What follows belongs to an exercise in optimizing a design on an open flow for small area; a production flow would make more cautious choices. Function was checked by simulation only, so behaviour that the tests miss may differ from the original. Power figures rest on the tool's default switching activity, not on a simulated workload.

**flow/config.mk**
```make
export PLATFORM = sky130hd
export DESIGN_NAME = UART_TOP_own
export DESIGN_NICKNAME = UART_TOP_own
export VERILOG_FILES = /design/flow/design.v
export SDC_FILE = /design/flow/constraint.sdc
export NUM_CORES = 4
export LEC_CHECK = 0
export CAP_MARGIN = 20
export CORE_MARGIN = 2
export CORE_UTILIZATION = 55
export CTS_CLUSTER_DIAMETER = 80
export CTS_CLUSTER_SIZE = 20
export SLEW_MARGIN = 20
```
**flow/constraint.sdc**
```tcl
create_clock -name core_clock -period 8.0 [get_ports {clk}]
set_input_delay 1.6000 -clock core_clock [delete_from_list [all_inputs] [get_ports {clk}]]
set_output_delay 1.6000 -clock core_clock [all_outputs]
set_load 0.01 [all_outputs]
```
**flow/design.v**
```verilog
module UART_TOP_own (
    input               clk,
    input               rstn,
    input       [3:0]   paddr_i,
    input       [31:0]  pwdata_i,
    input               psel_i,
    input               penable_i,
    input               pwrite_i,
    input               rx_in,
    output reg          tx_out,
    output reg          uart_int_o,
    output reg  [31:0]  prdata_o
);
wire apb_wr = psel_i & penable_i & pwrite_i;
wire apb_rs = psel_i & ~penable_i & ~pwrite_i;       
wire wr_st  = apb_wr & (paddr_i == 4'h7);            
reg  [31:0] r_tx, r_baud, r_conf, r_rxtrig, r_txtrig, r_delay;
reg         wv_tx, wv_baud, wv_conf, wv_rxtrig, wv_txtrig, wv_delay;
always @(posedge clk) begin
    if (apb_wr && paddr_i == 4'h0) r_tx     <= pwdata_i;
    if (apb_wr && paddr_i == 4'h2) r_baud   <= pwdata_i;
    if (apb_wr && paddr_i == 4'h3) r_conf   <= pwdata_i;
    if (apb_wr && paddr_i == 4'h4) r_rxtrig <= pwdata_i;
    if (apb_wr && paddr_i == 4'h5) r_txtrig <= pwdata_i;
    if (apb_wr && paddr_i == 4'h6) r_delay  <= pwdata_i;
end
always @(posedge clk or negedge rstn) begin
    if (!rstn) begin
        wv_tx <= 1'b0; wv_baud <= 1'b0; wv_conf <= 1'b0;
        wv_rxtrig <= 1'b0; wv_txtrig <= 1'b0; wv_delay <= 1'b0;
    end else begin
        if (apb_wr && paddr_i == 4'h0) wv_tx     <= 1'b1;
        if (apb_wr && paddr_i == 4'h2) wv_baud   <= 1'b1;
        if (apb_wr && paddr_i == 4'h3) wv_conf   <= 1'b1;
        if (apb_wr && paddr_i == 4'h4) wv_rxtrig <= 1'b1;
        if (apb_wr && paddr_i == 4'h5) wv_txtrig <= 1'b1;
        if (apb_wr && paddr_i == 4'h6) wv_delay  <= 1'b1;
    end
end
wire [31:0] uart_tx     = wv_tx     ? r_tx     : 32'h0;
wire [31:0] uart_baud   = wv_baud   ? r_baud   : 32'hf152;
wire [31:0] uart_conf   = wv_conf   ? r_conf   : 32'h34;
wire [31:0] uart_rxtrig = wv_rxtrig ? r_rxtrig : 32'h1;
wire [31:0] uart_txtrig = wv_txtrig ? r_txtrig : 32'h0;
wire [31:0] uart_delay  = wv_delay  ? r_delay  : 32'h2;
reg         aw1, aw2, aw3;
reg  [9:0]  cv;              
reg  [3:0]  cfs;             
reg  [3:0]  dls;             
reg         rx_frst, tx_frst;
always @(posedge clk or negedge rstn) begin
    if (!rstn) begin
        aw1 <= 1'b0; aw2 <= 1'b0; aw3 <= 1'b0;
        cv  <= 10'd339;
        cfs <= 4'b0100;
        dls <= 4'h2;
        rx_frst <= 1'b0; tx_frst <= 1'b0;
    end else begin
        aw1 <= apb_wr; aw2 <= aw1; aw3 <= aw2;
        if (aw2) cv <= uart_baud[9:0] + 10'd1;
        if (aw3) begin
            cfs <= uart_conf[3:0];
            dls <= uart_delay[3:0];
        end
        rx_frst <= uart_conf[15];
        tx_frst <= uart_conf[14];
    end
end
wire c_check  = cfs[0];
wire c_parity = cfs[1];
wire c_stop   = cfs[2];
wire c_stchk  = cfs[3];
reg  [7:0]  txm [0:15];
reg  [7:0]  rxm [0:15];
reg  [4:0]  tx_cnt, rx_cnt;        
reg  [4:0]  tx_fcnt, rx_fcnt;      
reg  [7:0]  tx_dout, rx_dout;
wire        tx_wr_en, tx_rd_en, rx_wr_en, rx_rd_en;
wire [7:0]  rx_din;
wire tx_empty = (tx_cnt == 5'd0);
wire tx_full  = tx_cnt[4];
wire rx_empty = (rx_cnt == 5'd0);
wire rx_full  = rx_cnt[4];
wire tx_we = tx_wr_en & ~tx_full  & ~tx_frst;
wire tx_re = tx_rd_en & ~tx_empty & ~tx_frst;
wire rx_we = rx_wr_en & ~rx_full  & ~rx_frst;
wire rx_re = rx_rd_en & ~rx_empty & ~rx_frst;
function [7:0] mux16;
    input [127:0] d;
    input [3:0]   s;
    reg   [31:0]  l;
    integer k;
    begin
        for (k = 0; k < 4; k = k + 1)
            case (s[1:0])
            2'd0: l[k*8 +: 8] = d[(4*k+0)*8 +: 8];
            2'd1: l[k*8 +: 8] = d[(4*k+1)*8 +: 8];
            2'd2: l[k*8 +: 8] = d[(4*k+2)*8 +: 8];
            default: l[k*8 +: 8] = d[(4*k+3)*8 +: 8];
            endcase
        case (s[3:2])
        2'd0: mux16 = l[7:0];
        2'd1: mux16 = l[15:8];
        2'd2: mux16 = l[23:16];
        default: mux16 = l[31:24];
        endcase
    end
endfunction
wire [7:0] tx_q = mux16({txm[15], txm[14], txm[13], txm[12], txm[11], txm[10], txm[9], txm[8],
                         txm[7], txm[6], txm[5], txm[4], txm[3], txm[2], txm[1], txm[0]}, tx_cnt[3:0]);
wire [7:0] rx_q = mux16({rxm[15], rxm[14], rxm[13], rxm[12], rxm[11], rxm[10], rxm[9], rxm[8],
                         rxm[7], rxm[6], rxm[5], rxm[4], rxm[3], rxm[2], rxm[1], rxm[0]}, rx_cnt[3:0]);
integer i;
always @(posedge clk) begin
    if (tx_we) begin
        txm[1] <= uart_tx[7:0];
        for (i = 2; i < 16; i = i + 1) txm[i] <= txm[i-1];
        txm[0] <= txm[15];
    end
    if (rx_we) begin
        rxm[1] <= rx_din;
        for (i = 2; i < 16; i = i + 1) rxm[i] <= rxm[i-1];
        rxm[0] <= rxm[15];
    end
end
always @(posedge clk or negedge rstn) begin
    if (!rstn) begin
        tx_cnt <= 5'd0; rx_cnt <= 5'd0;
        tx_fcnt <= 5'd0; rx_fcnt <= 5'd0;
        tx_dout <= 8'd0; rx_dout <= 8'd0;
    end else begin
        tx_fcnt <= tx_cnt;
        rx_fcnt <= rx_cnt;
        if (tx_frst) tx_cnt <= 5'd0;
        else if (tx_we & ~tx_re) tx_cnt <= tx_cnt + 5'd1;
        else if (tx_re & ~tx_we) tx_cnt <= tx_cnt - 5'd1;
        if (rx_frst) rx_cnt <= 5'd0;
        else if (rx_we & ~rx_re) rx_cnt <= rx_cnt + 5'd1;
        else if (rx_re & ~rx_we) rx_cnt <= rx_cnt - 5'd1;
        if (tx_re) tx_dout <= tx_q;
        if (rx_re) rx_dout <= rx_q;
    end
end
reg  [13:0] cnt_rx, cnt_tx;
reg         tx_bps_en;
wire        rx_bps_en;
wire        cv_nz   = |cv;
wire        rx_wrap = cv_nz & (cnt_rx[13:4] >= cv);
wire        tx_wrap = cv_nz & (cnt_tx[13:4] >= cv);
always @(posedge clk or negedge rstn) begin
    if (!rstn) begin
        cnt_rx <= 14'd0;
        cnt_tx <= 14'd0;
    end else begin
        if (rx_bps_en && !rx_wrap) cnt_rx <= cnt_rx + 14'd1;
        else cnt_rx <= 14'd0;
        if (tx_bps_en && !tx_wrap) cnt_tx <= cnt_tx + 14'd1;
        else cnt_tx <= 14'd0;
    end
end
wire rx_tick = (cnt_rx == {1'b0, cv, 3'b0});
wire tx_tick = (cnt_tx == {1'b0, cv, 3'b0});
localparam T_IDLE = 3'b000, T_IRQ = 3'b001, T_START = 3'b011, T_DATA = 3'b010,
           T_CHECK = 3'b110, T_STOP = 3'b111, T_DELAY = 3'b101;
reg  [2:0]  ts, tn;
reg  [3:0]  tc;
assign tx_rd_en = (ts == T_IDLE) & (tc == 4'd3);
always @(*) begin
    case (ts)
    T_IDLE:  tn = (tc == 4'd5) ? T_IRQ : T_IDLE;
    T_IRQ:   tn = tx_tick ? T_START : T_IRQ;
    T_START: tn = tx_tick ? T_DATA : T_START;
    T_DATA:  tn = (!tc[3] || !tx_tick) ? T_DATA : (c_check ? T_CHECK : T_STOP);
    T_CHECK: tn = tx_tick ? (c_stop ? T_STOP : T_DELAY) : T_CHECK;
    T_STOP:  tn = tx_tick ? T_DELAY : T_STOP;
    T_DELAY: tn = (tc < dls) ? T_DELAY : T_IDLE;
    default: tn = T_IDLE;
    endcase
end
always @(posedge clk or negedge rstn) begin
    if (!rstn) begin
        ts <= T_IDLE;
        tc <= 4'd7;
        tx_bps_en <= 1'b0;
        tx_out <= 1'b1;
    end else begin
        ts <= tn;
        if (tn != ts) begin
            tc <= (tn == T_DATA || tn == T_DELAY) ? 4'd1 : 4'd0;
        end else if (ts == T_IDLE) begin
            if (tc == 4'd7) tc <= 4'd0;
            else if (!(tc == 4'd2 && tx_empty)) tc <= tc + 4'd1;
        end else if ((ts == T_DATA || ts == T_DELAY) && tx_tick) begin
            tc <= tc + 4'd1;
        end
        if (tn == T_IRQ) tx_bps_en <= 1'b1;
        if (tx_tick) begin
            case (tn)
            T_START: tx_out <= 1'b0;
            T_DATA:  tx_out <= tx_dout[tc[2:0]];
            T_CHECK: tx_out <= c_parity ? ^tx_dout : ~^tx_dout;
            T_STOP:  tx_out <= 1'b1;
            T_DELAY: tx_out <= 1'b1;
            default: ;
            endcase
        end
    end
end
localparam R_IDLE = 3'b000, R_START = 3'b001, R_DATA = 3'b010, R_CHECK = 3'b011,
           R_STOP = 3'b110, R_SEND = 3'b111, R_PERR = 3'b100, R_SERR = 3'b101;
reg  [2:0]  rs, rn;
reg  [3:0]  rc;
reg  [7:0]  data_rx;
reg         rx_in_d1, rx_in_d2;
reg  [3:0]  uart_status;
wire        neg_rx_in = ~rx_in_d1 & rx_in_d2;
wire        r_err     = (rs == R_PERR) | (rs == R_SERR);
wire        r_errbit  = (rs == R_PERR) ? uart_status[2] : uart_status[3];
wire        par_bad   = c_parity ? (^data_rx == rx_in) : (^data_rx == !rx_in);
assign rx_bps_en = (rs != R_IDLE) & ~r_err;
assign rx_wr_en  = (rs == R_SEND) & (rc == 4'd3);
assign rx_din    = data_rx;
always @(*) begin
    case (rs)
    R_IDLE:  rn = neg_rx_in ? R_START : R_IDLE;
    R_START: rn = rc[0] ? R_DATA : ((rx_tick && rx_in) ? R_IDLE : R_START);
    R_DATA:  rn = (!rc[3] || !rx_tick) ? R_DATA :
                  (c_check ? (par_bad ? R_PERR : R_CHECK) : (rx_in ? R_STOP : R_SERR));
    R_CHECK: rn = rx_tick ? (c_stchk ? (rx_in ? R_STOP : R_SERR) : R_SEND) : R_CHECK;
    R_STOP:  rn = rx_tick ? R_SEND : R_STOP;
    R_SEND:  rn = (rc == 4'd5) ? R_IDLE : R_SEND;
    default: rn = (rc == 4'd7) ? R_IDLE : rs;       
    endcase
end
always @(posedge clk) begin
    if (rn == R_DATA && rx_tick) data_rx <= {rx_in, data_rx[7:1]};
end
always @(posedge clk or negedge rstn) begin
    if (!rstn) begin
        rs <= R_IDLE;
        rc <= 4'd0;
        rx_in_d1 <= 1'b0;
        rx_in_d2 <= 1'b0;
    end else begin
        rx_in_d1 <= rx_in;
        rx_in_d2 <= rx_in_d1;
        rs <= rn;
        if (rn != rs) begin
            rc <= {3'b0, rx_tick & ((rn == R_DATA) | ((rn == R_START) & ~rx_in))};
        end else begin
            case (rs)
            R_START: if (rx_tick) rc[0] <= 1'b1;
            R_DATA:  if (rx_tick) rc <= rc + 4'd1;
            R_SEND:  if (!(rc == 4'd2 && rx_full)) rc <= rc + 4'd1;
            R_PERR, R_SERR: begin
                if (rc == 4'd2) rc <= wr_st ? 4'd8 : 4'd3;
                else if (rc == 4'd3) begin
                    if (!r_errbit) rc <= 4'd4;
                end else if (rc != 4'd8) rc <= rc + 4'd1;
            end
            default: ;
            endcase
        end
    end
end
reg  [4:0]  rx_stat, tx_stat;        
reg         rx_fifo_rd_en;
reg         txw1, txw2;              
reg         rx_state_int, tx_state_int;
assign rx_rd_en = rx_fifo_rd_en;
wire [4:0] rx_lvl = rx_state_int ? rx_fcnt : rx_fcnt + 5'd1;
wire [4:0] tx_lvl = tx_state_int ? tx_fcnt : tx_fcnt - 5'd1;
wire       rx_hit = (rx_lvl == {1'b0, uart_rxtrig[3:0]});
wire       tx_hit = (tx_lvl == {1'b0, uart_txtrig[3:0]});
assign tx_wr_en = txw2;
always @(posedge clk or negedge rstn) begin
    if (!rstn) begin
        rx_stat <= 5'd0; tx_stat <= 5'd0;
        rx_fifo_rd_en <= 1'b0;
        txw1 <= 1'b0; txw2 <= 1'b0;
        uart_status <= 4'd0;
        rx_state_int <= 1'b0; tx_state_int <= 1'b0;
        uart_int_o <= 1'b0;
    end else begin
        rx_stat <= rx_fcnt;
        tx_stat <= tx_fcnt;
        rx_fifo_rd_en <= apb_rs & ~rx_fifo_rd_en &
                         ((paddr_i == 4'h1) | ((paddr_i == 4'h7) & uart_status[1] & ~rx_empty));
        txw1 <= apb_wr & (paddr_i == 4'h0);
        txw2 <= txw1;
        if (rs == R_SERR && rc == 4'd2) uart_status[3] <= 1'b1;
        if (rs == R_PERR && rc == 4'd2) uart_status[2] <= 1'b1;
        if (!rx_state_int) begin
            rx_state_int <= rx_hit;
        end else if (rx_hit) begin
            uart_status[1] <= 1'b1;
            rx_state_int <= 1'b0;
        end
        if (!tx_state_int) begin
            tx_state_int <= tx_hit;
        end else if (tx_hit) begin
            uart_status[0] <= 1'b1;
            tx_state_int <= 1'b0;
        end
        if (wr_st)
            uart_status <= uart_status & ~pwdata_i[3:0];
        uart_int_o <= |uart_status;
    end
end
reg [4:0] cap;
always @(posedge clk)
    cap <= paddr_i[3] ? (paddr_i[0] ? tx_stat : rx_stat) : {1'b0, uart_status};
wire        a_0 = (paddr_i == 4'h0), a_1 = (paddr_i == 4'h1), a_2 = (paddr_i == 4'h2),
            a_3 = (paddr_i == 4'h3), a_4 = (paddr_i == 4'h4), a_5 = (paddr_i == 4'h5),
            a_6 = (paddr_i == 4'h6), a_c = paddr_i[3] | (paddr_i == 4'h7);
always @(*) begin
    prdata_o = ({32{a_0 & wv_tx}}     & r_tx)
             | ({32{a_2 & wv_baud}}   & r_baud)   | ({32{a_2 & ~wv_baud}}   & 32'hf152)
             | ({32{a_3 & wv_conf}}   & r_conf)   | ({32{a_3 & ~wv_conf}}   & 32'h34)
             | ({32{a_4 & wv_rxtrig}} & r_rxtrig) | ({32{a_4 & ~wv_rxtrig}} & 32'h1)
             | ({32{a_5 & wv_txtrig}} & r_txtrig)
             | ({32{a_6 & wv_delay}}  & r_delay)  | ({32{a_6 & ~wv_delay}}  & 32'h2)
             | {24'b0, {8{a_1}} & rx_dout}
             | {27'b0, {5{a_c}} & cap};
end
endmodule
```
**flow/run.sh**
```bash
#!/bin/bash
# synth_recipe.tcl (not shown) runs the flow's synth.tcl, then flattens the netlist and writes it again
# the make line also repeats each setting of config.mk as NAME=value (left out here)
make -C /OpenROAD-flow-scripts/flow DESIGN_CONFIG=/design/flow/config.mk WORK_HOME=/design/flow/orfs CLKGATE_MAP_FILE= SYNTH_SCRIPT=/design/flow/synth_recipe.tcl finish
```
==> results of run 1 <==
==> sequential cells by signal (all words and copies together), names as in the netlist, 32 cells and up <==
register / count
txm: 128
rxm: 128
r_baud: 32
r_tx: 32
r_delay: 32
r_conf: 32
r_txtrig: 32
r_rxtrig: 32
==> final cells by class <==
class / count / area (um^2) / area share [%]
diodes: 2 / 5.00 / 0.0184
clock buffers: 60 / 1050 / 3.88
clock inverters: 8 / 95.1 / 0.350
inverters: 52 / 198 / 0.727
multi-input cells: 865 / 7040 / 25.9
flip-flops and latches: 592 / 17100 / 62.8
well taps: 592 / 741 / 2.72
repair buffers: 104 / 970 / 3.57
==> worst paths after layout <==
check / start / to / slack (ps) / cells after the start
max: paddr_i[3] / prdata_o[25] / 1250 / 8
min: txw1 / txw2 / 350 / 0
max reg2reg: tx_cnt[3] / tx_cnt[4] / 4340 / 12
min reg2reg: txw1 / txw2 / 350 / 0
max in group asynchronous: rstn / rx_cnt[0] / 5760 / 2
min in group asynchronous: rstn / cnt_tx[12] / 1070 / 1
==> power by group through the flow <==
stage / Sequential, W / Clock, W / Combinational, W
final: 0.00377 / 0.00197 / 0.00124
after floorplan: 0.00367 / 0 / 0.00100
after global routing: 0.00380 / 0.00213 / 0.00137
after detailed placement: 0.00384 / 0 / 0.00125
after global placement: 0.00384 / 0 / 0.00122
after CTS: 0.00377 / 0.00203 / 0.00125
==> through the flow <==
stage | hold WS [ps] | total power [W] | setup slack [ps] | area, um^2 | utilization (%)
after detailed placement | 336 | 0.00508 | 1310 | 26000 | 59.0
after global routing | 358 | 0.00731 | 1080 | 27200 | 61.6
after global placement | 334 | 0.00506 | 1380 | 26000 | 59.0
after CTS | 354 | 0.00705 | 1310 | 27200 | 61.6
final | 351 | 0.00697 | 1250 | 27200 | 61.6
after floorplan | 331 | 0.00467 | 1460 | 24500 | -
==> routing by layer <==
metal,wire length (um),up-vias
met2,24800,336
met1,23700,7016
met5,13,-
met4,1170,2
li1,-,6236
met3,2510,75
==> cell usage after synthesis, types with 3 or more instances <==
cell | count | area share [%]
a211oi_1 | 8 | 0.24
a21o_1 | 14 | 0.43
a21oi_1 | 45 | 0.92
a221oi_1 | 6 | 0.21
a222oi_1 | 3 | 0.12
a22o_1 | 3 | 0.11
a22oi_1 | 80 | 2.4
a31oi_1 | 6 | 0.15
a32oi_1 | 3 | 0.11
and2_1 | 22 | 0.56
and3_1 | 11 | 0.28
and4_1 | 3 | 0.11
buf_1 | 10 | 0.15
buf_2 | 8 | 0.16
clkbuf_1 | 45 | 0.69
dfrtp_1 | 120 | 12
dfstp_2 | 11 | 1.2
dfxtp_1 | 5 | 0.41
edfxtp_1 | 456 | 56
ha_1 | 43 | 2.2
inv_1 | 52 | 0.80
mux2_2 | 15 | 0.69
mux2i_1 | 17 | 0.69
mux4_2 | 74 | 6.8
nand2_1 | 65 | 1.0
nand2b_1 | 21 | 0.54
nand3_1 | 61 | 1.2
nand3b_1 | 5 | 0.15
nand4_1 | 26 | 0.66
nor2_1 | 93 | 1.4
nor2b_1 | 9 | 0.23
nor3_1 | 15 | 0.31
nor4_1 | 12 | 0.31
nor4b_1 | 3 | 0.11
o211ai_1 | 3 | 0.092
o21a_1 | 3 | 0.092
o21ai_0 | 50 | 1.0
o21ai_1 | 3 | 0.061
o22a_1 | 3 | 0.11
o22ai_1 | 7 | 0.18
o311ai_1 | 3 | 0.11
or2_2 | 8 | 0.20
or3_1 | 3 | 0.077
xnor2_1 | 44 | 1.6
xor2_1 | 41 | 1.5
==> logic make-up (layout without fill, tap and decap cells) <==
group                      Yosys count  count (layout)  synth area share [%]
DFF                                592             592                  69.7
and+or+nand+nor                    370             370                  7.74
AOI/OAI and AO/OA                  257             257                  7.02
buffers and inverters              116             224                  1.83
muxes                              106             106                  8.18
xor gates and xnor gates            87              87                  3.19
adders and majority gates           45              45                  2.36
other                                0               2                     0
==> critical path, cell delays in order <==
cell and delay, ps:
clkdlybuf4s50_1 760, nand2b_1 460, nor2_1 260, and2_1 880, buf_4 340, a22oi_1 110, nand3_1 150, clkdlybuf4s50_1 580
==> cell usage in the layout (no fill, tap or decap), types with 8 or more instances in the layout <==
master / Yosys / final
edfxtp_1: 456 / 456
a21o_1: 14 / 14
dfrtp_1: 120 / 118
clkdlybuf4s50_1: 0 / 74
mux2_2: 15 / 15
mux4_2: 74 / 74
and3_1: 11 / 11
nand4_1: 26 / 26
nand3_1: 61 / 61
ha_1: 43 / 43
a21oi_1: 45 / 45
nand2_1: 65 / 65
or2_2: 8 / 8
nor2_1: 93 / 91
nor4_1: 12 / 9
clkbuf_1: 45 / 21
mux2i_1: 17 / 17
nor2b_1: 9 / 9
a211oi_1: 8 / 8
a22oi_1: 80 / 80
and2_1: 22 / 21
o21ai_0: 50 / 50
clkbuf_16: 0 / 39
nor3_1: 15 / 11
dfstp_2: 11 / 11
xnor2_1: 44 / 44
nand2b_1: 21 / 21
buf_4: 1 / 29
xor2_1: 41 / 41
inv_1: 52 / 51
==> flow_summary.ini, run 1 <==
[cells_and_area]
final_cells = 2275
drive_above_1_share_pct = 12.3
nFillCells = 3390
finalNetCount = 1739
synthToLayoutAreaGrowth_pct = 10.9

[setup_path]
worstPathArrival_ps = 5150
setup.worst_path.class = input port to output pin
cp_max_fo = 20
cp-start-kind = input port
cp_data_required_time_ps = 6400
crit_path_end_kind = output pin

[synth]
netlist_area_um2 = 24500
avgSynthCellArea_um2 = 15.6
async_flop_share_pct = 22.1
syn_nets = 1660
synth_cell_types = 73
synth_edf_count = 456
synthCells = 1573
synth-seq-area-share_pct = 69.7
synth-seq-cells = 592
synth_flop_cell = edfxtp_1
ys_warn_count = 3

[clocking]
cts_resized = 0
clock_sinks = 592
cts-buffers-inserted = 37
clk_path_buf_depth = 3
clk_latency_ps = 580
path_clk_slew_ps = 80
cts_setup_buffers = 0
cts_root_buffer = clkbuf_16
cts_tree = built
postCtsHoldBufs = 0
htreeDepth = 2

[global_route]
grt_use_met3_pct = 3.93
track_usage_pct = 22.9
grt_busiest_layer = met2
antenna_found_initial = 3
grt_overflow_total = 0
grt_pass1_vias = 13875
grt_start_max_net_pins = 84
use_met2_pct = 36.2
grtUsageMet1_pct = 33.0
grt_pass1_wl_um = 81800

[placed_design]
dp.cells = 2205
gp_congestion = 0.878
dp_hpwl_um = 33100
placement.io_buffers = 75

[timing]
relSlewSlack_pct = 28.6
skew_ps = 18.0
tns_ps = 0
rsz0062_at_grt = no
slew_violations = 0
period_needed_ps = 6750
period_share_pct = 84.4
setup_viol = 0
timing.fmax_ghz = 0.148
hold_viol = 0
tightest_slew_ps = 1070

[power_and_ir_drop]
vdd_ir_drop_max_mv = 0.201
internal_power_w = 0.00508
power_frac_seq_pct = 54.0
comb_power_share_pct = 17.7
p_clk_share_pct = 28.3
swShare_pct = 27.2
p_sw_w = 0.00190
leakagePower_nw = 9.47
p_per_area_nw_per_um2 = 257

[detailed_routing]
wirelength_um = 52200
antenna_left = 0
drtIter0Drc = 1218
vias = 13665
dr.pass1.iters = 5
wl_per_cell_um = 22.9
via_per_inst = 6.01
drc_errors = 0

[floorplanning]
die_h_um = 215
dieArea_um2 = 46300
die_x_um = 215
boundaryPins = 76
start_util_pct = 55.6
coreArea_um2 = 44100
fp-row-count = 77

[run_status]
status = finished clean

[hold_path]
hold_path_class = flop to flop

[job]
drv_cap = 0
==> run 2: changes to the inputs <==
--- a/flow/config.mk
+++ b/flow/config.mk
@@ -9,5 +9,5 @@
 export CORE_MARGIN = 2
 export CORE_UTILIZATION = 55
-export CTS_CLUSTER_DIAMETER = 80
-export CTS_CLUSTER_SIZE = 20
+export CTS_CLUSTER_DIAMETER = 100
+export CTS_CLUSTER_SIZE = 24
 export SLEW_MARGIN = 20
==> flow_summary.ini, run 2 <==
[run_status]
status = finished clean

[detailed_routing]
drtIter0Drc = 1347
wl_per_cell_um = 22.9
via_per_inst = 6.01
vias = 13580
drc_errors = 0
wirelength_um = 51700
dr.pass1.iters = 5
antenna_left = 0

[clocking]
clk_latency_ps = 610
path_clk_slew_ps = 100
htreeDepth = 1
cts_root_buffer = clkbuf_16
cts-buffers-inserted = 28
cts_setup_buffers = 0
postCtsHoldBufs = 0
cts_resized = 0
cts_tree = built
clk_path_buf_depth = 3
clock_sinks = 592

[synth]
async_flop_share_pct = 22.1
syn_nets = 1660
synth-seq-area-share_pct = 69.7
synth_edf_count = 456
synthCells = 1573
synthTopCellsByCount = edfxtp_1 (456), dfrtp_1 (120), nor2_1 (93)
ys_warn_count = 3
netlist_area_um2 = 24500
synth_area_leaders = edfxtp_1 (56%), dfrtp_1 (12%), mux4_2 (6.8%)
synth_flop_cell = edfxtp_1
yosysMostFrequentCell = edfxtp_1
synth-seq-cells = 592
yosysTopAreaCell = edfxtp_1
avgSynthCellArea_um2 = 15.6
synth_top_area_share_pct = 55.8
synth_cell_types = 73

[power_and_ir_drop]
vdd_ir_drop_max_mv = 0.215
internal_power_w = 0.00479
swShare_pct = 27.4
leakagePower_nw = 9.30
p_clk_share_pct = 24.2
p_sw_w = 0.00181
comb_power_share_pct = 18.7
power_frac_seq_pct = 57.1
p_per_area_nw_per_um2 = 246

[global_route]
grt_overflow_total = 0
grt_pass1_wl_um = 81400
grt_start_max_net_pins = 84
antenna_found_initial = 3
track_usage_pct = 22.5
grt_pass1_vias = 13764

[placed_design]
placement.io_buffers = 75
gp_congestion = 0.878
dpl_cell_area_um2 = 26000
dp_hpwl_um = 33100

[timing]
setup_viol = 0
tightest_slew_ps = 1010
period_needed_ps = 6730
timing.fmax_ghz = 0.149
slew_violations = 0
tns_ps = 0
hold_viol = 0
skew_ps = 25.2
relSlewSlack_pct = 32.4
rsz0062_at_grt = no
period_share_pct = 84.1

[setup_path]
reg2regPathDepth = 12
crit_path_end_kind = output pin
reg2reg_from = tx_cnt[3]
cp_max_fo = 20
cp_data_required_time_ps = 6400
setup.worst_path.class = input port to output pin
r2r_slack_ps = 4340
worstPathArrival_ps = 5130
cp-start-kind = input port
r2r-end = tx_cnt[4]

[cells_and_area]
utilization_pct = 60.8
synthToLayoutAreaGrowth_pct = 9.50
finalNetCount = 1730
drive_above_1_share_pct = 11.5
final_common_cell = edfxtp_1
reg_top3 = rxm x128, txm x128
layout.area.seq_um2 = 17100
design_area_um2 = 26800
layout_common_cells = edfxtp_1 (456), dfrtp_1 (118), nor2_1 (91), a22oi_1 (80)
multi_input_comb_area_um2 = 7040
nFillCells = 3419

[floorplanning]
dieArea_um2 = 46300
die_x_um = 215
fp-row-count = 77
coreArea_um2 = 44100
die_h_um = 215
boundaryPins = 76
start_util_pct = 55.6

[job]
drv_cap = 0

[hold_path]
hold_path_class = flop to flop
min_from = txw1
hold_depth = 0
min_to = txw2
-- run 2: layer usage --
metal,share of wire [%],routed length [um],GRT usage [%],up-vias
li1,-,-,-,6189
met5,0.021,11,0,-
met3,3.7,1920,2.93,65
met2,48,24800,36.4,282
met4,2.1,1080,4.99,2
met1,46,23900,33.3,7042
-- run 2: worst max-delay path by stage --
stage	startpoint	end	cells after the start
global placement	paddr_i[3]	prdata_o[6]	9
CTS	paddr_i[3]	prdata_o[25]	8
finish	paddr_i[3]	prdata_o[25]	8
detailed placement	paddr_i[3]	prdata_o[25]	8
floorplan	tx_cnt[4]	txm[0][0]	2
global route	paddr_i[3]	prdata_o[25]	8
-- run 2: power by group through the flow --
stage | Combinational [W] | Sequential (W) | Clock [W]
floorplan | 0.00100 | 0.00367 | 0
global placement | 0.00122 | 0.00384 | 0
detailed placement | 0.00125 | 0.00384 | 0
CTS | 0.00126 | 0.00377 | 0.00165
global route | 0.00137 | 0.00380 | 0.00176
finish | 0.00123 | 0.00377 | 0.00160
-- run 2: kinds of logic (layout without fill, tap and decap cells) --
family | Yosys count | count (layout) | synth area share [%]
flip-flops | 592 | 592 | 69.7
AND/OR/NAND/NOR | 370 | 370 | 7.74
AO/OA/AOI/OAI | 257 | 257 | 7.02
buffers and inverters | 116 | 208 | 1.83
multiplexers | 106 | 106 | 8.18
XOR/XNOR | 87 | 87 | 3.19
adder cells (fa/ha/maj) | 45 | 45 | 2.36
other | 0 | 2 | 0
-- run 2: area by class of cell --
type	count	share of cell area [%]
Clock buffer	50	2.92
Multi-Input combinational cell	865	26.2
Tap cell	592	2.76
Clock inverter	2	0.0932
Antenna cell	2	0.0186
Timing Repair Buffer	104	3.61
Inverter	52	0.736
Sequential cell	592	63.6
-- run 2: stage by stage --
stage / hold slack, ps / total power, W / cells / setup slack, ps
6_report: 356 / 0.00660 / 2259 / 1270
5_1_grt: 362 / 0.00693 / 2259 / 1080
4_1_cts: 358 / 0.00668 / 2257 / 1320
3_5_place_dp: 336 / 0.00508 / 2205 / 1310
3_3_place_gp: 334 / 0.00506 / 2205 / 1380
2_1_floorplan: 331 / 0.00467 / 1573 / 1460
-- run 2: worst max-delay path, cell delays in order --
cell and delay, ps:
clkdlybuf4s50_1 760, nand2b_1 470, nor2_1 260, and2_1 840
buf_4 340, a22oi_1 110, nand3_1 150, clkdlybuf4s50_1 580
==> run 3: changes to the inputs <==
==> flow/flow/run.sh (new file) <==
#!/bin/bash
# Layout flow: the standard flow (standard.sh, unchanged synthesis), with
# 1x buffers on the ports and an area-oriented clock tree (larger sink
# clusters, no dummy loads). The make output goes to standard_flow.log; ORFS
# writes each step's own log under orfs/logs.
set -euo pipefail
export BUFFER_PORTS_ARGS="-buffer_cell sky130_fd_sc_hd__buf_1"
export CTS_ARGS="-sink_clustering_enable -repair_clock_nets -sink_clustering_size 24 -sink_clustering_max_diameter 100 -dont_use_dummy_load"
bash standard.sh finish > standard_flow.log 2>&1
==> flow/standard.sh (new file) <==
#!/bin/bash
# synth_recipe.tcl (not shown) runs the flow's synth.tcl, then flattens the netlist and writes it again
# the make line also repeats each setting of config.mk as NAME=value (left out here)
make -C /OpenROAD-flow-scripts/flow DESIGN_CONFIG=/design/flow/config.mk WORK_HOME=/design/flow/orfs CLKGATE_MAP_FILE= SYNTH_SCRIPT=/design/flow/synth_recipe.tcl "${@:-finish}"
--- a/flow/config.mk
+++ b/flow/config.mk
@@ -9,5 +9,3 @@
 export CORE_MARGIN = 2
 export CORE_UTILIZATION = 55
-export CTS_CLUSTER_DIAMETER = 100
-export CTS_CLUSTER_SIZE = 24
 export SLEW_MARGIN = 20
removed: flow/run.sh
==> flow_summary.ini, run 3 <==
[job]
drv_cap = 0

[detailed_routing]
dr.pass1.iters = 7
antenna_left = 0
wirelength_um = 51400
drtIter0Drc = 1241
via_per_inst = 6.03
wl_per_cell_um = 23.1
drc_errors = 0
vias = 13458

[clocking]
clock_sinks = 592
cts_tree = built
cts_setup_buffers = 0
postCtsHoldBufs = 0
clk_latency_ps = 610
htreeDepth = 1
cts_resized = 0
cts_root_buffer = clkbuf_16
clk_path_buf_depth = 3
cts-buffers-inserted = 28
path_clk_slew_ps = 80

[timing]
hold_viol = 0
skew_ps = 45.3
slew_violations = 0
setup_viol = 0
tightest_slew_ps = 1110
tns_ps = 0
rsz0062_at_grt = no
period_needed_ps = 5730
relSlewSlack_pct = 25.3
timing.fmax_ghz = 0.174
fin_ws_ps = 2270
worst_hold_slack_ps = 354
period_share_pct = 71.7

[floorplanning]
fp-row-count = 77
dieArea_um2 = 46300
boundaryPins = 76
die_h_um = 215
coreArea_um2 = 44100
start_util_pct = 55.6
die_x_um = 215

[synth]
synth_edf_count = 456
synth_area_leaders = edfxtp_1 (56%), dfrtp_1 (12%), mux4_2 (6.8%)
netlist_area_um2 = 24500
synth-seq-cells = 592
ys_warn_count = 3
synth_top_area_share_pct = 55.8
async_flop_share_pct = 22.1
syn_nets = 1660
avgSynthCellArea_um2 = 15.6
synthTopCellsByCount = edfxtp_1 (456), dfrtp_1 (120), nor2_1 (93)
synthCells = 1573
yosysMostFrequentCell = edfxtp_1
synth_flop_cell = edfxtp_1
synth_cell_types = 73
yosysTopAreaCell = edfxtp_1
synth-seq-area-share_pct = 69.7

[setup_path]
critical_path_depth = 9
reg2regPathDepth = 12
critPathMostFrequentCell = buf_1
critPathTopFamily = simple AND/OR/NAND/NOR gates
worstPathArrival_ps = 4130
slowest_delay_ps = 550
crit_path_end_kind = output pin
slowest_stage = buf_1
path_cells = buf_1 > nand2b_1 > nor3_1 > and2_1 > buf_4 > a22o_1 > a221oi_1 > nand4_1 > buf_1
setup.worst_path.class = input port to output pin
cp_data_required_time_ps = 6400
cp_num_buf_inv = 3
cp-start-kind = input port
cp_max_fo = 28

[placed_design]
gp_congestion = 0.896
dp_hpwl_um = 32400
placement.io_buffers = 75
pre_cts_ws_ps = 2320
dp.cells = 2203

[cells_and_area]
final_cells = 2231
utilization_pct = 59.5
final_common_cell = edfxtp_1
num_antenna_cells = 0
drive_above_1_share_pct = 11.5
finalNetCount = 1728
layout_common_cells = edfxtp_1 (456), dfrtp_1 (118), nor2_1 (91), a22oi_1 (80)
synthToLayoutAreaGrowth_pct = 7.10
reg_top3 = rxm x128, txm x128

[global_route]
grt_start_max_net_pins = 93
antenna_found_initial = 1
grt_overflow_total = 0
track_usage_pct = 22.4
grt_pass1_vias = 13430
grt_pass1_wl_um = 80500

[hold_path]
hold_depth = 0
hold_path_class = flop to flop

[power_and_ir_drop]
leakagePower_nw = 9.06
vdd_ir_drop_max_mv = 0.192
p_per_area_nw_per_um2 = 247

[run_status]
status = finished clean
==> run 3: cell counts after synthesis <==
Identical to the previous run, type by type.
==> run 3: layer usage <==
| metal | part of all wire [%] | GRT usage (%) |
|---|---|---|
| met1 | 46 | 33.9 |
| met2 | 47 | 35.2 |
| met3 | 4.5 | 3.09 |
| met4 | 2.1 | 4.69 |
| met5 | 0.019 | 0 |
==> run 3: cell type report <==
cell class	count	area, um^2
clock buffer	28	701
fill	3455	17900
inverter	52	198
multi-input combinational	865	7040
sequential	592	17100
tap	592	741
timing repair buffer	102	492
==> run 3: stage by stage <==
step | total power, W | cell area (um^2)
after CTS | 0.00656 | 26300
final | 0.00649 | 26300
after floorplan | 0.00467 | 24500
after global routing | 0.00681 | 26300
after global placement | 0.00504 | 25600
after detailed placement | 0.00506 | 25600
==> run 3: cell families (layout without fill, tap and decap cells) <==
kind of cell    Yosys count  count (layout)  share of synthesized area (%)
compound gates          257             257                           7.02
xor+xnor                 87              87                           3.19
fa+ha+maj                45              45                           2.36
buf+inv                 116             182                           1.83
flops                   592             592                           69.7
mux                     106             106                           8.18
simple gates            370             370                           7.74
==> run 3: path summary, 6_finish.rpt <==
kind,startpoint,to,slack (ps)
min in group asynchronous,rstn,rs[2],1130
max reg2reg,tx_cnt[3],tx_cnt[4],4400
max,paddr_i[3],prdata_o[6],2270
min reg2reg,txw1,txw2,350
min,txw1,txw2,350
max in group asynchronous,rstn,tx_fcnt[4],5390
==> run 3: report_power, final <==
part	switching [W]	internal [W]	leakage (nW)	total [W]
clock network	0.000881	0.000624	0.345	0.00150
logic	0.000611	0.000602	2.88	0.00121
registers	0.000285	0.00348	5.83	0.00377
total	0.00178	0.00471	9.06	0.00649
==> run 4: changes to the inputs <==
--- a/flow/flow/run.sh
+++ b/flow/flow/run.sh
@@ -6,4 +6,4 @@
 set -euo pipefail
 export BUFFER_PORTS_ARGS="-buffer_cell sky130_fd_sc_hd__buf_1"
-export CTS_ARGS="-sink_clustering_enable -repair_clock_nets -sink_clustering_size 24 -sink_clustering_max_diameter 100 -dont_use_dummy_load"
+export CTS_ARGS="-sink_clustering_enable -repair_clock_nets -sink_clustering_size 28 -sink_clustering_max_diameter 120 -dont_use_dummy_load"
 bash standard.sh finish > standard_flow.log 2>&1
--- a/flow/config.mk
+++ b/flow/config.mk
@@ -8,4 +8,4 @@
 export CAP_MARGIN = 20
 export CORE_MARGIN = 2
-export CORE_UTILIZATION = 55
+export CORE_UTILIZATION = 65
 export SLEW_MARGIN = 20
==> flow_summary.ini, run 4 <==
[setup_path]
critPathMostFrequentCell = buf_1
path_cells = buf_1 > nand2b_1 > nor3_1 > and2_1 > buf_4 > a22oi_1 > nand3_1 > buf_1
cp_max_fo = 19
slowest_delay_ps = 640
cp_num_buf_inv = 3
critPathTopFamily = simple AND/OR/NAND/NOR gates
slowest_stage = and2_1
cp-start-kind = input port
cp_data_required_time_ps = 6400
setup.worst_path.class = input port to output pin
worstPathArrival_ps = 4360
crit_path_end_kind = output pin
r2r_slack_ps = 4160

[clocking]
cts_tree = built
path_clk_slew_ps = 110
clock_sinks = 592
cts-buffers-inserted = 25
clk_latency_ps = 600
cts_setup_buffers = 0
cts_resized = 0
clk_path_buf_depth = 3
htreeDepth = 1
postCtsHoldBufs = 0
cts_root_buffer = clkbuf_16

[detailed_routing]
dr.pass1.iters = 5
drc_errors = 0
drtIter0Drc = 1282
wirelength_um = 49300
via_per_inst = 6.31
wl_per_cell_um = 22.9
antenna_left = 0
vias = 13587

[timing]
slew_violations = 0
hold_viol = 0
setup_viol = 0
timing.fmax_ghz = 0.168
rsz0062_at_grt = no
period_needed_ps = 5960
tightest_slew_ps = 1030
tns_ps = 0
period_share_pct = 74.5
skew_ps = 63.8
relSlewSlack_pct = 31.2

[placed_design]
gp_congestion = 0.916
dp_hpwl_um = 31700
placement.io_buffers = 75
dpl_cell_area_um2 = 25500

[floorplanning]
die_x_um = 198
dieArea_um2 = 39300
boundaryPins = 76
die_h_um = 198
start_util_pct = 65.6
coreArea_um2 = 37400
fp-row-count = 71

[synth]
synthCells = 1573
yosysMostFrequentCell = edfxtp_1
synth_cell_types = 73
syn_nets = 1660
yosysTopAreaCell = edfxtp_1
synth-seq-cells = 592
async_flop_share_pct = 22.1
netlist_area_um2 = 24500
synth_top_area_share_pct = 55.8
synth-seq-area-share_pct = 69.7
synth_edf_count = 456
synth_area_leaders = edfxtp_1 (56%), dfrtp_1 (12%), mux4_2 (6.8%)
synth_flop_cell = edfxtp_1
synthTopCellsByCount = edfxtp_1 (456), dfrtp_1 (120), nor2_1 (93)
ys_warn_count = 3
avgSynthCellArea_um2 = 15.6

[cells_and_area]
finalNetCount = 1726
drive_above_1_share_pct = 11.4
synthToLayoutAreaGrowth_pct = 6.45
layout_common_cells = edfxtp_1 (456), dfrtp_1 (118), nor2_1 (91), a22oi_1 (80)
design_area_um2 = 26100
final_common_cell = edfxtp_1
reg_top3 = rxm x128, txm x128

[hold_path]
hold_path_class = flop to flop

[global_route]
track_usage_pct = 25.8
grt_overflow_total = 0
antenna_found_initial = 9
grt_start_max_net_pins = 83
use_met2_pct = 40.3
grtUsageMet1_pct = 38.5
grt_use_met3_pct = 4.21
grt_pass1_wl_um = 77300
grt_busiest_layer = met2
grt_pass1_vias = 13484

[power_and_ir_drop]
p_per_area_nw_per_um2 = 244
vdd_ir_drop_max_mv = 0.241
leakagePower_nw = 9.03

[run_status]
status = finished clean

[job]
drv_cap = 0
## run 4: per-stage QoR
stage	setup WS [ps]	power (W)	hold WS (ps)	std cells	utilization [%]
final	2040	0.00638	360	2154	69.8
after global routing	1850	0.00667	373	2150	69.8
after CTS	2090	0.00643	360	2148	69.7
after detailed placement	2090	0.00503	336	2123	68.1
after global placement	2190	0.00500	334	2123	68.1
after floorplan	1460	0.00467	331	1573	-
## run 4: cells by family (layout without fill, tap and decap cells)
kind of cell | count (synthesis) | count (layout) | share of synthesized area (%)
flip-flops | 592 | 592 | 69.7
other | 0 | 6 | 0
XOR/XNOR | 87 | 87 | 3.19
multiplexers | 106 | 106 | 8.18
AND/OR/NAND/NOR | 370 | 370 | 7.74
AO/OA/AOI/OAI | 257 | 257 | 7.02
buffers and inverters | 116 | 180 | 1.83
adder cells (fa/ha/maj) | 45 | 45 | 2.36
## run 4: path summary, 6_finish.rpt
check | cells past startpoint | from | endpoint
worst max-delay path | 8 | paddr_i[3] | prdata_o[9]
worst min-delay path | 0 | txw1 | txw2
worst max register to register | 11 | rs[0] | rx_cnt[4]
worst min register to register | 0 | txw1 | txw2
max in group asynchronous | 3 | rstn | tx_cnt[0]
min in group asynchronous | 1 | rstn | cnt_tx[12]
## run 4: worst register-to-register path, cell delays in order, from the launching register on
cell and delay [ps]:
dfrtp_1 700, nand4_1 250, or4b_1 580, inv_4 700
nand2_1 310, ha_1 410, nor2b_1 140, o21ai_0 150
nand2b_1 90, nor3_1 200, a21oi_1 60, a21oi_1 160
## run 4: cell type report
| cell class | count | area, um^2 |
|---|---|---|
| sequential | 592 | 17100 |
| fill | 2529 | 11300 |
| multi-input combinational | 865 | 7040 |
| tap | 511 | 639 |
| clock buffer | 25 | 626 |
| timing repair buffer | 103 | 495 |
| inverter | 52 | 198 |
| antenna | 6 | 15.0 |
## run 4: metal layers
layer / share of wire, % / vias to the layer above
met4: 2.7 / 10
met1: 44 / 6904
met3: 6.3 / 83
li1: - / 6177
met2: 47 / 413
met5: 0.13 / -
## run 4: where the power goes
part           switching (W)  total [W]  internal, W  leakage, nW
Clock               0.000858    0.00142     0.000561        0.308
Sequential          0.000253    0.00374      0.00348         5.83
Combinational       0.000619    0.00122     0.000601         2.89
==> run 5: changes to the inputs <==
==> flow/flow/run.sh (replaced) <==
#!/bin/bash
# Layout flow: the standard flow (standard.sh, unchanged synthesis), with
# 1x buffers on the ports and an area-oriented clock tree (larger sink
# clusters, no dummy loads) and power recovery (downsizing off-critical cells)
# after global routing. The make output goes to standard_flow.log; ORFS
# writes each step's own log under orfs/logs.
set -euo pipefail
export BUFFER_PORTS_ARGS="-buffer_cell sky130_fd_sc_hd__buf_1"
export RECOVER_POWER=100
export CTS_ARGS="-sink_clustering_enable -repair_clock_nets -sink_clustering_size 28 -sink_clustering_max_diameter 120 -dont_use_dummy_load"
bash standard.sh finish > standard_flow.log 2>&1
==> flow_summary.ini, run 5 <==
[setup_path]
reg2regPathDepth = 4
crit_path_end_kind = output pin
path_cells = clkbuf_1 > nand2b_1 > nor3_1 > buf_4 > a22oi_1 > nand4_1 > buf_1
worstPathArrival_ps = 4810
reg2reg_from = rs[0]
cp-start-kind = input port
r2r-end = rxm[1][3]
setup.worst_path.class = input port to output pin
r2r_slack_ps = 2130
critPathTopFamily = simple AND/OR/NAND/NOR gates
cp_num_buf_inv = 3
slowest_delay_ps = 1480
slowest_stage = nor3_1
startpoint = paddr_i[3]
cp_max_fo = 21
cp_data_required_time_ps = 6400

[global_route]
antenna_found_initial = 9
grt_pass1_wl_um = 77300
grt_overflow_total = 0
track_usage_pct = 25.8
grt_start_max_net_pins = 83
grt_pass1_vias = 13484

[floorplanning]
die_x_um = 198
boundaryPins = 76
die_h_um = 198
fp-row-count = 71
dieArea_um2 = 39300
coreArea_um2 = 37400
start_util_pct = 65.6

[synth]
ys_warn_count = 3
syn_nets = 1660
synth_cell_types = 73
synth-seq-area-share_pct = 69.7
synth_flop_cell = edfxtp_1
netlist_area_um2 = 24500
async_flop_share_pct = 22.1
avgSynthCellArea_um2 = 15.6
synth_top_area_share_pct = 55.8
yosysTopAreaCell = edfxtp_1
synth-seq-cells = 592
synthTopCellsByCount = edfxtp_1 (456), dfrtp_1 (120), nor2_1 (93)
synthCells = 1573
yosysMostFrequentCell = edfxtp_1
synth_area_leaders = edfxtp_1 (56%), dfrtp_1 (12%), mux4_2 (6.8%)
synth_edf_count = 456

[clocking]
clk_path_buf_depth = 3
path_clk_slew_ps = 110
postCtsHoldBufs = 0
htreeDepth = 1
cts_tree = built
cts_root_buffer = clkbuf_16
clk_latency_ps = 600
clock_sinks = 592
cts_resized = 0
cts-buffers-inserted = 25
cts_setup_buffers = 0

[timing]
slew_violations = 634
rsz0062_at_grt = no
period_share_pct = 80.1
tns_ps = 0
hold_viol = 0
setup_viol = 0
skew_ps = 60.9
relSlewSlack_pct = -178
period_needed_ps = 6410
tightest_slew_ps = 4170
timing.fmax_ghz = 0.156

[cells_and_area]
drive_above_1_share_pct = 9.47
final_common_cell = edfxtp_1
layout_common_cells = edfxtp_1 (456), dfrtp_1 (118), nor2_1 (92), a22oi_1 (80), mux4_2 (74)
reg_top3 = rxm x128, txm x128
design_area_um2 = 26000
finalNetCount = 1726
nFillCells = 2556
synthToLayoutAreaGrowth_pct = 5.94

[detailed_routing]
dr.pass1.iters = 6
wl_per_cell_um = 22.9
via_per_inst = 6.32
wirelength_um = 49300
vias = 13619
drtIter0Drc = 1169
antenna_left = 0
drc_errors = 0

[hold_path]
hold_depth = 0
min_to = txw2
min_from = txw1
hold_path_class = flop to flop

[run_status]
check.faults = capacitance limit, slew limit
status = failed layout checks

[job]
drv_cap = 15

[placed_design]
dpl_cell_area_um2 = 25500
dp_hpwl_um = 31700
placement.io_buffers = 75
gp_congestion = 0.916

[power_and_ir_drop]
total_power_w = 0.00638
vdd_ir_drop_max_mv = 0.241
p_per_area_nw_per_um2 = 246
leakagePower_nw = 8.91
## run 5: cell counts after synthesis
No cell type changed its count.
## run 5: how the worst max path moves through the flow
stage | to | slack [ps] | cells after the start
2_1_floorplan | txm[0][0] | 1460 | 2
3_3_place_gp | prdata_o[9] | 2190 | 8
3_5_place_dp | prdata_o[9] | 2090 | 8
4_1_cts | prdata_o[9] | 2090 | 8
5_1_grt | tx_cnt[0] | 1320 | 3
6_report | prdata_o[14] | 1590 | 7
## run 5: where the power goes
part | internal (W) | total (W) | switching [W]
registers | 0.00349 | 0.00374 | 0.000252
clock network | 0.000561 | 0.00142 | 0.000855
logic | 0.000612 | 0.00123 | 0.000616
## run 5: cell type report
class                           instances  area, um^2  share of cell area (%)
Tap cell                              511         639                    2.46
Clock buffer                           25         626                    2.41
Antenna cell                            6        15.0                  0.0578
Sequential cell                       592       17100                    65.8
Multi-Input combinational cell        865        7000                    26.9
Inverter                               52         196                   0.756
Timing Repair Buffer                  103         414                    1.59
## run 5: stage by stage
step                utilization [%]  hold WS (ps)  instances  setup slack [ps]
detailed placement             68.1           336       2123              2090
CTS                            69.7           360       2148              2090
floorplan                         -           331       1573              1460
global placement               68.1           334       2123              2190
global route                   69.4           373       2150              1320
finish                         69.5           360       2154              1590
## run 5: worst register-to-register path: stages (launching register included)
cell and delay [ps]:
dfrtp_1 690, nand4_1 260, or4b_1 550, clkinvlp_2 1870, clkbuf_1 1990
## run 5: kinds of logic after synthesis
kind of cell	after synthesis	share of synthesized area, %
adder cells (fa/ha/maj)	45	2.36
buffers and inverters	116	1.83
multiplexers	106	8.18
AO/OA/AOI/OAI	257	7.02
flip-flops	592	69.7
AND/OR/NAND/NOR	370	7.74
XOR/XNOR	87	3.19
## run 5: routing by layer
metal,share of wire (%),GRT usage (%),vias up
met1,44,38.5,6936
li1,-,-,6184
met5,0.13,0,-
met3,6.0,4.21,85
met4,2.9,7.30,10
met2,47,40.3,404
==> run 6: changes to the inputs <==
==> flow/flow/run.sh (replaced) <==
#!/bin/bash
# Layout flow: the standard flow (standard.sh, with its synthesis unchanged)
# with these changes:
#  - after the floorplan, OpenROAD's restructure re-maps the combinational
#    logic for area (registers are not touched), using a copy of the liberty
#    file without the platform's don't-use cells;
#  - 1x buffers on the ports;
#  - an area-oriented clock tree (larger sink clusters, no dummy loads).
# Each tool's output goes to a log of its own in this folder; ORFS writes each
# step's own log under orfs/logs.
set -euo pipefail
HERE=$(pwd)
FLOWDIR=$(cd "$(dirname "$0")" && pwd)
export BUFFER_PORTS_ARGS="-buffer_cell sky130_fd_sc_hd__buf_1"
export CTS_ARGS="-sink_clustering_enable -repair_clock_nets -sink_clustering_size 28 -sink_clustering_max_diameter 120 -dont_use_dummy_load"

bash standard.sh floorplan > flow_floorplan.log 2>&1

python3 "$FLOWDIR/libfilter.py" "$FLOW_HOME/platforms/sky130hd/lib/sky130_fd_sc_hd__tt_025C_1v80.lib" \
  "$HERE/restructure.lib" 'sky130_fd_sc_hd__lpflow_*' 'sky130_fd_sc_hd__probe*' > libfilter.log 2>&1
mkdir -p "$HERE/restructure"
RES="$HERE/orfs/results/sky130hd/UART_TOP_own/base" LIB="$HERE/restructure.lib" WD="$HERE/restructure" \
  openroad -no_init -exit "$FLOWDIR/restructure.tcl" > restructure.log 2>&1

bash standard.sh finish > flow_finish.log 2>&1
==> flow/flow/libfilter.py (new file) <==
#!/usr/bin/env python3
"""Copy a liberty file without the cells whose names match the given patterns
(the platform's don't-use cells), for the area restructuring step."""
import fnmatch
import re
import sys

src, dst = sys.argv[1], sys.argv[2]
pats = sys.argv[3:]
cell_re = re.compile(r'^\s*cell\s*\(\s*"?([A-Za-z0-9_]+)"?\s*\)\s*\{')
out = []
skip = 0
depth = 0
with open(src) as f:
    for line in f:
        if skip:
            depth += line.count('{') - line.count('}')
            if depth <= 0:
                skip = 0
            continue
        m = cell_re.match(line)
        if m and any(fnmatch.fnmatch(m.group(1), p) for p in pats):
            depth = line.count('{') - line.count('}')
            skip = 1 if depth > 0 else 0
            continue
        out.append(line)
with open(dst, 'w') as f:
    f.writelines(out)
==> flow/flow/restructure.tcl (new file) <==
# Re-map the combinational logic of the floorplanned netlist for area with
# OpenROAD's restructure (ABC). Registers are not touched. Reads and rewrites
# 2_floorplan.odb in the ORFS results folder given by RES; LIB is the liberty
# file for ABC (the platform's, without its don't-use cells); WD a scratch folder.
set res $::env(RES)
set plat $::env(FLOW_HOME)/platforms/sky130hd
read_liberty $plat/lib/sky130_fd_sc_hd__tt_025C_1v80.lib
read_db $res/2_floorplan.odb
read_sdc $res/2_floorplan.sdc
source $plat/setRC.tcl
report_design_area
report_worst_slack -max
restructure -target area -liberty_file $::env(LIB) \
  -tielo_port sky130_fd_sc_hd__conb_1/LO -tiehi_port sky130_fd_sc_hd__conb_1/HI \
  -work_dir $::env(WD)
report_design_area
report_worst_slack -max
write_db $res/2_floorplan.odb
==> flow_summary.ini, run 6 <==
[run_status]
status = finished clean

[power_and_ir_drop]
vdd_ir_drop_max_mv = 0.173
leakagePower_nw = 8.12
p_per_area_nw_per_um2 = 214

[detailed_routing]
drc_errors = 0
via_per_inst = 6.74
dr.pass1.iters = 6
drtIter0Drc = 1433
wirelength_um = 52500
wl_per_cell_um = 23.3
vias = 15180
antenna_left = 0

[synth]
yosysTopAreaCell = edfxtp_1
synth_area_leaders = edfxtp_1 (56%), dfrtp_1 (12%), mux4_2 (6.8%)
yosysMostFrequentCell = edfxtp_1
synth-seq-area-share_pct = 69.7
synthTopCellsByCount = edfxtp_1 (456), dfrtp_1 (120), nor2_1 (93)
avgSynthCellArea_um2 = 15.6
syn_nets = 1660
synth_edf_count = 456
yosys.area_share.simple_pct = 7.74
synth_xor_area_share_pct = 3.19
synth_flop_cell = edfxtp_1
synth-seq-cells = 592
synth_top_area_share_pct = 55.8
synth_top_family_by_area = multiplexers
synthMuxAreaShare_pct = 8.18
synth_compound_area_share_pct = 7.02
synth_fa_ha_area_share_pct = 2.36
ys_warn_count = 3
async_flop_share_pct = 22.1
synth_cell_types = 73
synthCells = 1573
netlist_area_um2 = 24500

[timing]
hold_viol = 0
setup_viol = 0
slew_violations = 0
skew_ps = 14.8
period_share_pct = 80.0
tightest_slew_ps = 1060
period_needed_ps = 6400
relSlewSlack_pct = 29.1
timing.fmax_ghz = 0.156
worst_hold_slack_ps = 351
rsz0062_at_grt = no
tns_ps = 0

[cells_and_area]
nFillCells = 2648
reg_top3 = rxm x128, txm x128
synthToLayoutAreaGrowth_pct = 2.57
multi_input_comb_area_um2 = 5690
finalNetCount = 1781
utilization_pct = 67.2
layout_common_cells = edfxtp_1 (456), clkinv_1 (140), dfrtp_1 (118), nor2_1 (90), o22ai_1 (86)
layout.area.seq_um2 = 17100
drive_above_1_share_pct = 4.84
final_common_cell = edfxtp_1

[clocking]
clk_path_buf_depth = 3
cts-buffers-inserted = 25
cts_root_buffer = clkbuf_16
clock_sinks = 592
htreeDepth = 1
path_clk_slew_ps = 100
postCtsHoldBufs = 0
cts_resized = 0
clk_latency_ps = 590
cts_setup_buffers = 0
cts_tree = built

[global_route]
grt_start_max_net_pins = 84
grt_pass1_wl_um = 81900
track_usage_pct = 26.9
grt_pass1_vias = 14467
antenna_found_initial = 2
grt_overflow_total = 0

[placed_design]
gp_congestion = 0.938
placement.io_buffers = 75
dp_hpwl_um = 32700

[setup_path]
cp_data_required_time_ps = 6400
startpoint = paddr_i[0]
cp-start-kind = input port
worstPathArrival_ps = 4800
setup.worst_path.class = input port to output pin
cp_max_fo = 18
crit_path_end_kind = output pin
reg2reg_from = rx_cnt[1]

[floorplanning]
start_util_pct = 65.6
fp-row-count = 71
boundaryPins = 76
coreArea_um2 = 37400
dieArea_um2 = 39300
die_h_um = 198
die_x_um = 198

[hold_path]
min_from = txw1
hold_path_class = flop to flop

[job]
drv_cap = 0
==> run 6: cell counts after synthesis <==
No cell type changed its count.
==> run 6: critical path, stage by stage <==
cell and delay, ps:
buf_1 370, clkinv_1 460, nor3_1 540, clkinv_1 260, nor2_2 850, buf_4 320, a22oi_1 90, nand4_1 140
buf_1 160
==> run 6: stage by stage <==
stage	instance area [um^2]	setup slack (ps)	total power [W]	instances
5_1_grt	25100	1280	0.00558	2249
6_report	25100	1600	0.00538	2251
3_3_place_gp	24400	1660	0.00401	2220
2_1_floorplan	24500	1460	0.00467	1573
4_1_cts	25100	1700	0.00541	2246
3_5_place_dp	24500	1710	0.00402	2221
==> run 6: cell type report <==
cell class	instances	area share, %
tap	511	2.54
timing repair buffer	105	2.27
clock buffer	25	2.49
antenna	3	0.0299
sequential	592	67.9
inverter	140	2.09
multi-input combinational	875	22.6
==> run 6: cell families after synthesis <==
group                      Yosys count
adders and majority gates           45
DFF                                592
buffers and inverters              116
AOI/OAI and AO/OA                  257
and+or+nand+nor                    370
muxes                              106
xor gates and xnor gates            87
==> run 6: routing by layer <==
| layer | GRT usage, % | vias to the layer above | wire length, um |
|---|---|---|---|
| met4 | 7.57 | 2 | 1590 |
| met1 | 40.9 | 7680 | 23300 |
| met3 | 4.33 | 92 | 3800 |
| met5 | 0 | - | 14 |
| met2 | 40.7 | 580 | 23700 |
| li1 | - | 6826 | - |
==> run 6: path summary, 6_finish.rpt <==
path	endpoint	slack [ps]	cells after the start
setup / recovery	prdata_o[27]	1600	9
hold / removal	txw2	350	0
setup reg to reg	rx_cnt[3]	4070	11
hold reg to reg	txw2	350	0
max in group asynchronous	tx_cnt[1]	5410	2
min in group asynchronous	tx_dout[5]	1110	1
==> run 6: where the power goes <==
part | leakage [nW] | internal [W] | switching, W | total, W
combinational | 2.01 | 0.000176 | 0.000280 | 0.000455
sequential | 5.80 | 0.00339 | 0.000113 | 0.00351
clock | 0.308 | 0.000562 | 0.000860 | 0.00142

[what the ideal ports hide]
The flow's constraints put no driver on any port. The routed layouts listed below were extracted and timed again, unchanged, in two steps.
Step 1 sets driving cells, clkbuf_16 on the clock port and buf_2 on the other inputs (assumed; they add their load-dependent delay and slew).
Step 2, shift: input delay + t, output delay - t, t = (earliest + latest rising clock arrival at the registers) / 2. This alone moves slack from input paths to output paths.
Slacks: no drivers / after step 1 / after step 2; pairs: no drivers / after step 1.
run | shift t [ns] | slack for setup (ns) | slew at the worst register clock pin (ns) | cell pins on the clock port's net
run 1 | 0.633 | 1.245 / 1.183 / 1.183 | 0.09 / 0.09 | 1
run 2 | 0.659 | 1.273 / 1.211 / 1.211 | 0.10 / 0.10 | 1
run 3 | 0.643 | 2.267 / 2.185 / 2.185 | 0.10 / 0.10 | 1
run 4 | 0.624 | 2.041 / 1.983 / 1.983 | 0.11 / 0.11 | 1
run 5 | 0.623 | 1.590 / 1.531 / 1.531 | 0.11 / 0.11 | 1
run 6 | 0.604 | 1.598 / 1.510 / 1.510 | 0.11 / 0.11 | 1
The setup slack of run 6, which loses most, moves by -0.088 ns with the drivers and by -0.088 ns with both steps.
